This is an optimization exercise on Yosys and OpenROAD, whose aim is small area, a short achievable clock period and few clock cycles, not a production implementation. In this exercise RTL edits were held to simulation tests only and were not proved equivalent to the original. Power and IR drop assume default switching activity.

### design/flow/run.sh
#!/bin/bash
# synth_recipe.tcl (not shown) runs the flow's synth.tcl, then flattens the netlist and writes it again
# the make line also repeats each setting of config.mk as NAME=value (left out here)
make -C /OpenROAD-flow-scripts/flow DESIGN_CONFIG=/design/flow/config.mk WORK_HOME=/design/flow/orfs CLKGATE_MAP_FILE= SYNTH_SCRIPT=/design/flow/synth_recipe.tcl finish
### design/flow/constraint.sdc
create_clock -name core_clock -period 6.5 [get_ports {clk}]
set_input_delay 1.3000 -clock core_clock [delete_from_list [all_inputs] [get_ports {clk}]]
set_output_delay 1.3000 -clock core_clock [all_outputs]
set_load 0.01 [all_outputs]
### design/flow/design.v
module mips_multicycle(clk, rst, mem_read_data, mem_adr, mem_write_data, mem_read, mem_write);
  input clk, rst;
  input [31:0] mem_read_data;
  output [31:0] mem_adr;
  output [31:0] mem_write_data;
  output mem_read, mem_write;
  reg  [31:0] pc;
  reg         e_valid;
  reg         e_alu;       
  reg         e_lw, e_sw, e_beq, e_jr;
  reg         e_use_imm;
  reg         e_sub;       
  reg         e_and, e_or, e_slt;
  reg  [4:0]  e_rd, e_rs, e_rt;    
  reg  [15:0] e_imm;
  reg  [31:0] a, b;
  reg         m_valid, m_lw;
  reg  [4:0]  m_rd;
  reg  [31:0] m_adr, m_wd;
  reg  [31:0] rf [1:31];
  reg  [31:1] rf_ok;       
  wire [31:0] ok = {rf_ok, 1'b0};
  wire [31:0] y = e_use_imm ? {{16{e_imm[15]}}, e_imm} : b;
  wire [31:0] yx = e_sub ? ~y : y;
  wire [32:0] sum = {1'b0, a} + {1'b0, yx} + {32'd0, e_sub};
  wire [31:0] alu_res = e_and ? (a & y) :
                        e_or  ? (a | y) :
                        e_slt ? {31'd0, ~sum[32]} : sum[31:0];
  wire        e_go    = e_valid & ~m_valid;
  wire        taken   = e_go & ((e_beq & (a == b)) | e_jr);
  wire [31:0] btarget = {pc[31:2] + {{14{e_imm[15]}}, e_imm}, 2'b00};
  wire [4:0]  e_wa    = (e_go & e_alu) ? e_rd : 5'd0;
  wire [31:0] ins   = mem_read_data;
  wire [5:0]  op    = ins[31:26];
  wire [4:0]  f_rs  = ins[25:21];
  wire [4:0]  f_rt  = ins[20:16];
  wire        f_r   = (op == 6'b000000);
  wire        f_addi= (op == 6'b001001);
  wire        f_slti= (op == 6'b001010);
  wire        f_lw  = (op == 6'b100011);
  wire        f_sw  = (op == 6'b101011);
  wire        f_beq = (op == 6'b000100);
  wire        f_j   = (op == 6'b000010);
  wire        f_jal = (op == 6'b000011);
  wire        f_jr  = (op == 6'b000110);
  wire [5:0]  fn    = ins[5:0];
  wire [31:0] pc4   = pc + 32'd4;
  wire [31:0] rs_rf = ok[f_rs] ? rf[f_rs] : 32'd0;
  wire [31:0] rt_rf = ok[f_rt] ? rf[f_rt] : 32'd0;
  wire [31:0] rs_v  = (e_wa != 5'd0 && e_wa == f_rs) ? alu_res : rs_rf;
  wire [31:0] rt_v  = (e_wa != 5'd0 && e_wa == f_rt) ? alu_res : rt_rf;
  wire [4:0]  w_a = m_valid ? (m_lw ? m_rd : 5'd0) : e_wa;
  wire [31:0] w_d = m_valid ? mem_read_data : alu_res;
  integer i;
  always @(posedge clk) begin
    for (i = 1; i < 32; i = i + 1)
      if (w_a == i) rf[i] <= w_d;
    if (rst) rf_ok <= 31'd0;
    else if (w_a != 5'd0) rf_ok[w_a] <= 1'b1;
  end
  always @(posedge clk) begin
    if (rst) begin
      pc      <= 32'd0;
      e_valid <= 1'b0;
      m_valid <= 1'b0;
    end else if (m_valid) begin
      m_valid <= 1'b0;
      if (m_lw && m_rd != 5'd0 && m_rd == e_rs) a <= mem_read_data;
      if (m_lw && m_rd != 5'd0 && m_rd == e_rt) b <= mem_read_data;
    end else begin
      m_valid <= e_valid & (e_lw | e_sw);
      m_lw    <= e_lw;
      m_rd    <= e_rd;
      m_adr   <= sum[31:0];
      m_wd    <= b;
      if (taken) pc <= e_jr ? a : btarget;
      else if (f_j | f_jal) pc <= {pc4[31:28], ins[25:0], 2'b00};
      else pc <= pc4;
      e_valid   <= ~taken;
      e_alu     <= f_r | f_addi | f_slti | f_jal;
      e_lw      <= f_lw;
      e_sw      <= f_sw;
      e_beq     <= f_beq;
      e_jr      <= f_jr;
      e_use_imm <= f_addi | f_slti | f_lw | f_sw;
      e_sub     <= (f_r & (fn == 6'b100011 || fn == 6'b101010)) | f_slti;
      e_and     <= f_r & ~(fn == 6'b100000 || fn == 6'b100011 || fn == 6'b100101 || fn == 6'b101010);
      e_or      <= f_r & (fn == 6'b100101);
      e_slt     <= (f_r & (fn == 6'b101010)) | f_slti;
      e_rd      <= f_r ? ins[15:11] : f_jal ? 5'd31 : (f_addi | f_slti | f_lw) ? f_rt : 5'd0;
      e_rs      <= (f_j | f_jal) ? 5'd0 : f_rs;
      e_rt      <= (f_r | f_beq | f_sw) ? f_rt : 5'd0;
      e_imm     <= ins[15:0];
      a         <= f_jal ? 32'd0 : rs_v;
      b         <= f_jal ? pc4 : rt_v;
    end
  end
  assign mem_adr        = m_valid ? m_adr : pc;
  assign mem_write_data = m_wd;
  assign mem_write      = m_valid & ~m_lw;
  assign mem_read       = ~mem_write;
endmodule
### design/flow/config.mk
export PLATFORM = sky130hd
export DESIGN_NAME = mips_multicycle
export DESIGN_NICKNAME = mips_multicycle
export VERILOG_FILES = /design/flow/design.v
export SDC_FILE = /design/flow/constraint.sdc
export NUM_CORES = 4
export LEC_CHECK = 0
export ABC_CLOCK_PERIOD_IN_PS = 3500
export CAP_MARGIN = 20
export CORE_MARGIN = 2
export CORE_UTILIZATION = 45
export PLACE_DENSITY = 0.6
export SETUP_SLACK_MARGIN = 2.5
export SLEW_MARGIN = 20
==> flow_metrics.py, run 1 <==
metrics = {
    "synthesis": {
        "yosysTopAreaCell": "edfxtp_1",
        "synth_simple_gate_area_frac": 0.102,
        "syn_area_mm2": 0.0594,
        "synth_compound_area_frac": 0.200,
        "ys_async_sr_fraction": 0,
        "synth_seq_cells": 1232,
        "synth-edff-count": 1167,
        "synth_seq_area_share": 0.612,
        "ys_types": 101,
        "syn_area_per_cell_um2": 12.1,
        "ys.flop_type": "edfxtp_1",
        "synthMuxAreaShare": 0.0184,
        "synth_top_family_by_area": "compound AO/OA/AOI/OAI gates",
        "ys_top_cells_by_area": "edfxtp_1, a22oi_1, a21oi_1",
        "synth_top_area_frac": 0.590,
        "yosysWarnings": 34,
        "synth-adder-area-share": 0.0154,
        "syn_nets": 5004,
        "synth-xor-area-share": 0.0239,
        "synth_cells": 4898,
    },
    "timing": {
        "slew_violations": 0,
        "rsz0062_at_grt": "yes",
        "period_minus_slack_ns": 4.25,
        "slew_headroom": 0.150,
        "setup_slack_ns": 2.25,
        "post-route-period-util": 0.654,
        "setup_tns_ns": 0,
        "worstMarginPinSlew_ns": 1.27,
        "setup_viol": 0,
        "fmax_mhz": 235,
        "hold_viol_final": 0,
        "fin_skew_ns": 0.0312,
    },
    "routing": {
        "viasPerCell": 7.66,
        "ant_nets": 0,
        "firstDrtPassIters": 11,
        "wl_per_cell_um": 44.8,
        "drc_errors": 0,
        "drt_wl_total_um": 323000,
        "drt_iter0_drc": 12985,
        "vias": 55364,
    },
    "setup_path": {
        "critical_path_peak_fanout": 8,
        "endpoint_kind": "flip-flop",
        "required_ns": 7.20,
        "arrival_ns": 4.95,
        "worst_setup_path_start_kind": "flip-flop",
        "critPathKind": "flip-flop to flip-flop",
    },
    "placed_design": {
        "port_buffers": 99,
        "placed_cells": 6683,
        "dpl.hpwl_um": 193000,
        "post-place-ws_ns": 0.905,
        "gp_congestion": 1.01,
    },
    "cts": {
        "numCtsBuffers": 137,
        "clk_pin_slew_ns": 0.06,
        "htreeDepth": 4,
        "cts_tree": "yes",
        "insertion_delay_ns": 0.83,
        "root_buffer": "clkbuf_16",
        "clk_path_buf_depth": 3,
        "clkSinkCount": 1232,
    },
    "floorplan": {
        "coreArea_mm2": 0.131,
        "die_w_um": 367,
        "dieArea_mm2": 0.135,
        "row_count": 133,
        "start_util": 0.452,
        "io_pins": 100,
        "die_h_um": 367,
    },
    "power_and_ir_drop": {
        "vdd_drop_max_mv": 0.299,
        "seqPwrFrac": 0.447,
        "leakage_uw": 0.0250,
        "switching_share": 0.281,
        "p_switching_uw": 5910,
        "power_density_mw_per_mm2": 286,
        "pwr-share-comb": 0.170,
        "pwr-share-clk": 0.384,
        "internal_power_uw": 15100,
    },
    "final_layout": {
        "final_common_cell": "edfxtp_1",
        "final_cells": 7223,
        "layout-drive-gt1-share": 0.201,
        "finalNetCount": 5448,
        "final_cell_mix": "edfxtp_1, a22oi_1, buf_4, nand2_1, a21oi_1",
        "utilization": 0.560,
        "syn_to_final_growth_pct": 23.8,
    },
    "grt": {
        "grt_pass1_wl_um": 427000,
        "antenna_found_initial": 23,
        "grt_pass1_vias": 49781,
        "grt_usage": 0.461,
        "grt-ovfl-total": 0,
        "grt_max_degree": 77,
    },
    "hold_path": {
        "hp-class": "flip-flop to flip-flop",
    },
    "run": {
        "maxCapViolations": 0,
    },
    "run_status": {
        "status": "finished clean",
    },
}
==> layer usage <==
metal,share of wire,vias up,global-route usage,routed length [um]
li1,-,20601,-,-
met1,0.33,26639,0.562,107000
met2,0.40,6169,0.651,130000
met3,0.17,1921,0.195,53900
met4,0.099,34,0.342,31900
met5,0.0015,-,0.00427,486
==> cells by family (layout without fill, tap and decap cells) <==
| logic type | count (synthesis) | after routing |
|---|---|---|
| flops | 1232 | 1232 |
| compound gates | 1689 | 1695 |
| mux | 85 | 85 |
| simple gates | 1271 | 1271 |
| xor+xnor | 161 | 161 |
| fa+ha+maj | 72 | 72 |
| buf+inv | 388 | 935 |
| other cells | 0 | 17 |
==> Yosys cell counts, types with 12 or more instances <==
cell type  instances
a211oi_1          26
a21boi_1          18
a21o_1            25
a21oi_1          306
a221oi_1          32
a222oi_1          51
a22o_1            20
a22oi_1          834
a31oi_1           17
and2_1            23
and3_1            15
and4_1            12
buf_1             31
buf_2            124
buf_4             14
clkbuf_1         156
dfxtp_1           65
edfxtp_1        1167
ha_1              70
inv_1             55
mux2_2            32
mux2i_1           36
mux4_2            14
nand2_1          350
nand2b_1          20
nand3_1          114
nand4_1          139
nor2_1           361
nor2b_1           19
nor3_1            90
nor4_1            31
o211ai_1          44
o21a_1            17
o21ai_0          143
o21ai_1           23
o21bai_1          12
o31ai_1           15
or3_1             23
or4_1             14
xnor2_1          116
xor2_1            44
==> power groups by stage <==
stage	clock, uW	sequential, uW	combinational [uW]
2_1_floorplan	0	9460	1450
3_3_place_gp	0	9540	2600
3_5_place_dp	0	9540	2610
4_1_cts	8010	9360	2980
5_1_grt	8330	9380	3620
6_report	8060	9370	3560
==> final timing paths <==
path              startpoint    endpoint  slack (ns)  cells after the start
setup / recovery   e_use_imm  rf[15][19]        2.25                     19
hold / removal          e_lw        m_lw        0.46                      0
hold reg to reg         e_lw        m_lw        0.46                      0
setup reg to reg   e_use_imm  rf[15][19]        2.25                     19
==> stage by stage <==
stage	power, uW	cell area [um2]	hold slack, ns
2_1_floorplan	10900	59700	0.421
3_3_place_gp	12100	64300	0.432
3_5_place_dp	12100	64500	0.449
4_1_cts	20400	71800	0.463
5_1_grt	21300	73500	0.471
6_report	21000	73500	0.460
==> flip-flops by register name, summed over array words and instances, names as in the netlist, 5 cells and up <==
register and flops:
a 32, b 32, e_imm 16, e_rd 5
e_rs 5, e_rt 5, m_adr 32, m_rd 5
m_wd 32, pc 32, rf 992, rf_ok 31
==> worst max-delay path, stage by stage (launching register included) <==
cell and delay, ns:
edfxtp_1 0.42, buf_12 0.17, buf_8 0.13, mux2i_4 0.18, xnor2_1 0.15, ha_1 0.41, o211ai_1 0.14, a32oi_2 0.23
buf_4 0.16, o2111ai_4 0.16, o22a_4 0.30, buf_4 0.15, buf_6 0.11, and2_4 0.16, xor2_4 0.18, nor2_1 0.10
o21ai_1 0.10, buf_4 0.19, o21ai_4 0.40, clkbuf_16 0.25
==> area by class of cell <==
| class | instances | area, um2 |
|---|---|---|
| Sequential cell | 1232 | 36400 |
| Timing Repair Buffer | 629 | 6710 |
| Multi-Input combinational cell | 3284 | 23500 |
| Inverter | 58 | 234 |
| Clock inverter | 78 | 865 |
| Fill cell | 10759 | 57800 |
| Antenna cell | 17 | 42.5 |
| Tap cell | 1755 | 2200 |
| Clock buffer | 170 | 3660 |
==> repair_timing <==
item                                    in CTS  in global routing
setup buffers                              182                 56
hold buffers                                 0                  0
gates resized for setup                    187                128
pin swaps                                   76                 46
endpoints found under the setup margin    1112                854
cloned                                       9                 26
Testbench counts, summed over its fixed seeds: cycles 34,184.
==> inputs of run 2 (changes only) <==
==> design/flow/config.mk (replaced) <==
export PLATFORM = sky130hd
export DESIGN_NAME = mips_multicycle
export DESIGN_NICKNAME = mips_multicycle
export VERILOG_FILES = /design/flow/design.v
export SDC_FILE = /design/flow/constraint.sdc
export NUM_CORES = 4
export LEC_CHECK = 0
export CAP_MARGIN = 20
export CORE_MARGIN = 2
export CORE_UTILIZATION = 45
export PLACE_DENSITY = 0.6
export SLEW_MARGIN = 20
==> flow_metrics.py, run 2 <==
metrics = {
    "placed_design": {
        "dpl.hpwl_um": 196000,
        "port_buffers": 99,
        "gp_congestion": 1.06,
        "post-place-ws_ns": 0.856,
    },
    "timing": {
        "slew_violations": 0,
        "rsz0062_at_grt": "no",
        "hold_viol_final": 0,
        "post-route-period-util": 0.855,
        "setup_viol": 0,
        "worstMarginPinSlew_ns": 1.31,
        "setup_tns_ns": 0,
        "fin_skew_ns": 0.0438,
        "slew_headroom": 0.124,
        "setup_slack_ns": 0.943,
        "fmax_mhz": 180,
        "period_minus_slack_ns": 5.56,
    },
    "final_layout": {
        "largest_reg_flops": 992,
        "syn_to_final_growth_pct": 16.5,
        "layout-drive-gt1-share": 0.139,
        "regMostFlops": "rf",
        "final_cell_mix": "edfxtp_1, a22oi_1, nand2_1, a21oi_1, nor2_1",
        "finalNetCount": 5200,
        "final_common_cell": "edfxtp_1",
    },
    "synthesis": {
        "syn_area_per_cell_um2": 12.1,
        "ys.flop_type": "edfxtp_1",
        "synthMuxAreaShare": 0.0184,
        "yosysTopAreaCell": "edfxtp_1",
        "synth_cells": 4898,
        "ys_top_cells_by_area": "edfxtp_1, a22oi_1, a21oi_1",
        "synth_compound_area_frac": 0.200,
        "synth_top_family_by_area": "compound AO/OA/AOI/OAI gates",
        "ys_async_sr_fraction": 0,
        "synth_top_area_frac": 0.590,
        "yosysWarnings": 34,
        "syn_area_mm2": 0.0594,
        "yosysMostFrequentCell": "edfxtp_1",
        "ys_types": 101,
        "synthTopCellsByCount": "edfxtp_1, a22oi_1, nor2_1",
        "synth-xor-area-share": 0.0239,
        "synth_seq_area_share": 0.612,
        "synth-adder-area-share": 0.0154,
        "syn_nets": 5004,
        "synth-edff-count": 1167,
        "synth_simple_gate_area_frac": 0.102,
        "synth_seq_cells": 1232,
    },
    "setup_path": {
        "critical_path_peak_fanout": 31,
        "endpoint_kind": "flip-flop",
        "crit_start": "e_imm[15]",
        "required_ns": 7.09,
        "worst_setup_path_start_kind": "flip-flop",
        "r2r_start": "e_imm[15]",
        "critPathKind": "flip-flop to flip-flop",
        "arrival_ns": 6.15,
    },
    "floorplan": {
        "die_w_um": 367,
        "dieArea_mm2": 0.135,
        "die_h_um": 367,
        "coreArea_mm2": 0.131,
        "row_count": 133,
        "io_pins": 100,
        "start_util": 0.452,
    },
    "routing": {
        "top_layer_used": "met5",
        "firstDrtPassIters": 11,
        "wl_met2_um": 121000,
        "viasPerCell": 7.65,
        "wl_met1_um": 102000,
        "drc_errors": 0,
        "drt_iter0_drc": 13744,
        "wl_met3_um": 50400,
        "drt_wl_total_um": 301000,
        "vias": 53278,
        "ant_nets": 0,
        "wl_per_cell_um": 43.2,
    },
    "hold_path": {
        "hp-class": "flip-flop to flip-flop",
        "min_from": "e_lw",
    },
    "cts": {
        "cts_tree": "yes",
        "clkSinkCount": 1232,
        "post_cts_buffers": 0,
        "clk_pin_slew_ns": 0.06,
        "root_buffer": "clkbuf_16",
        "htreeDepth": 4,
        "clk_path_buf_depth": 3,
        "ctsHoldBuffers": 0,
        "numCtsBuffers": 134,
        "insertion_delay_ns": 0.83,
        "cts_resized": 0,
    },
    "grt": {
        "antenna_found_initial": 22,
        "grt_pass1_vias": 48574,
        "grt-ovfl-total": 0,
        "grt_pass1_wl_um": 404000,
        "grt_usage": 0.433,
        "grt_max_degree": 86,
    },
    "run_status": {
        "status": "finished clean",
    },
    "power_and_ir_drop": {
        "vdd_drop_max_mv": 0.306,
        "leakage_uw": 0.0231,
        "power_density_mw_per_mm2": 288,
    },
    "run": {
        "maxCapViolations": 0,
    },
}
-- run 2: kinds of logic after synthesis --
family / count (synthesis)
AO/OA/AOI/OAI: 1689
AND/OR/NAND/NOR: 1271
flip-flops: 1232
buffers and inverters: 388
XOR/XNOR: 161
multiplexers: 85
adder cells (fa/ha/maj): 72
-- run 2: path summary, 6_finish.rpt --
| check | depth (start not counted) | slack (ns) | end |
|---|---|---|---|
| worst max-delay path | 14 | 0.94 | rf[7][0] |
| worst min-delay path | 0 | 0.46 | m_lw |
| worst max register to register | 14 | 0.94 | rf[7][0] |
| worst min register to register | 0 | 0.46 | m_lw |
-- run 2: stage by stage --
step                area [um2]  hold WS (ns)  power [uW]  std cells  utilization
finish                   69200         0.458       20000       6964        0.527
global route             69200         0.471       20300       6955        0.527
CTS                      69000         0.465       19800       6949        0.526
detailed placement       64600         0.459       12100       6707        0.492
global placement         64400         0.445       12100       6700        0.490
floorplan                59400         0.421       10900       4898            -
-- run 2: where the power goes --
| part | switching, uW | leakage, uW | internal [uW] | total, uW |
|---|---|---|---|---|
| combinational | 1940 | 0.00962 | 794 | 2730 |
| sequential | 186 | 0.0113 | 9190 | 9370 |
| clock | 3410 | 0.00217 | 4430 | 7850 |
-- run 2: area by class of cell --
class | count | area, um2
clock inverters | 82 | 851
flip-flops and latches | 1232 | 36300
clock buffers | 160 | 3590
repair buffers | 390 | 3620
well taps | 1755 | 2200
multi-input cells | 3278 | 22300
diodes | 9 | 22.5
inverters | 58 | 220
fillers | 11172 | 62100
-- run 2: layer usage --
layer  global-route usage  up-vias
li1                     -    20043
met1                0.536    25507
met2                0.609     5957
met3                0.194     1745
met4                0.286       26
met5              0.00926        -
-- run 2: critical path, stage by stage (launching register included) --
cell and delay (ns):
edfxtp_1 0.86, and2_1 0.78, a21oi_1 0.19, xnor2_1 0.19
ha_1 0.36, a21o_1 0.21, a21o_1 0.18, a21oi_1 0.49
nor3_1 0.10, a311oi_1 0.34, o211ai_1 0.15, nand4_1 0.44
nand2_1 0.16, o21ai_2 0.45, buf_4 0.39

## separate check: timing with driven ports
The flow's constraints put no driver on any port. The routed layouts listed below were extracted and timed again, unchanged, in two steps. Step 1 (the two cells are an assumption about what drives the block):
set clk [get_ports {clk}]
set_driving_cell -lib_cell sky130_fd_sc_hd__clkbuf_16 $clk
set_driving_cell -lib_cell sky130_fd_sc_hd__buf_2 [delete_from_list [all_inputs] $clk]
Step 2, shift: input delay + t, output delay - t, t = (earliest + latest rising clock arrival at the registers) / 2. This alone moves slack from input paths to output paths. a / b / c = no drivers / after step 1 / after step 2; a / b = the first two.
run	t (ns)	setup WS [ns]	worst hold slack (ns)
run 1	0.893	2.249 / 2.249 / 1.590	0.460 / 0.460 / 0.460
run 2	0.879	0.943 / 0.943 / 0.328	0.458 / 0.458 / 0.458
After both steps setup and hold are still met in every run listed. The setup slack of run 1, which loses most, moves by 0.000 ns with the drivers and by -0.659 ns with both steps.
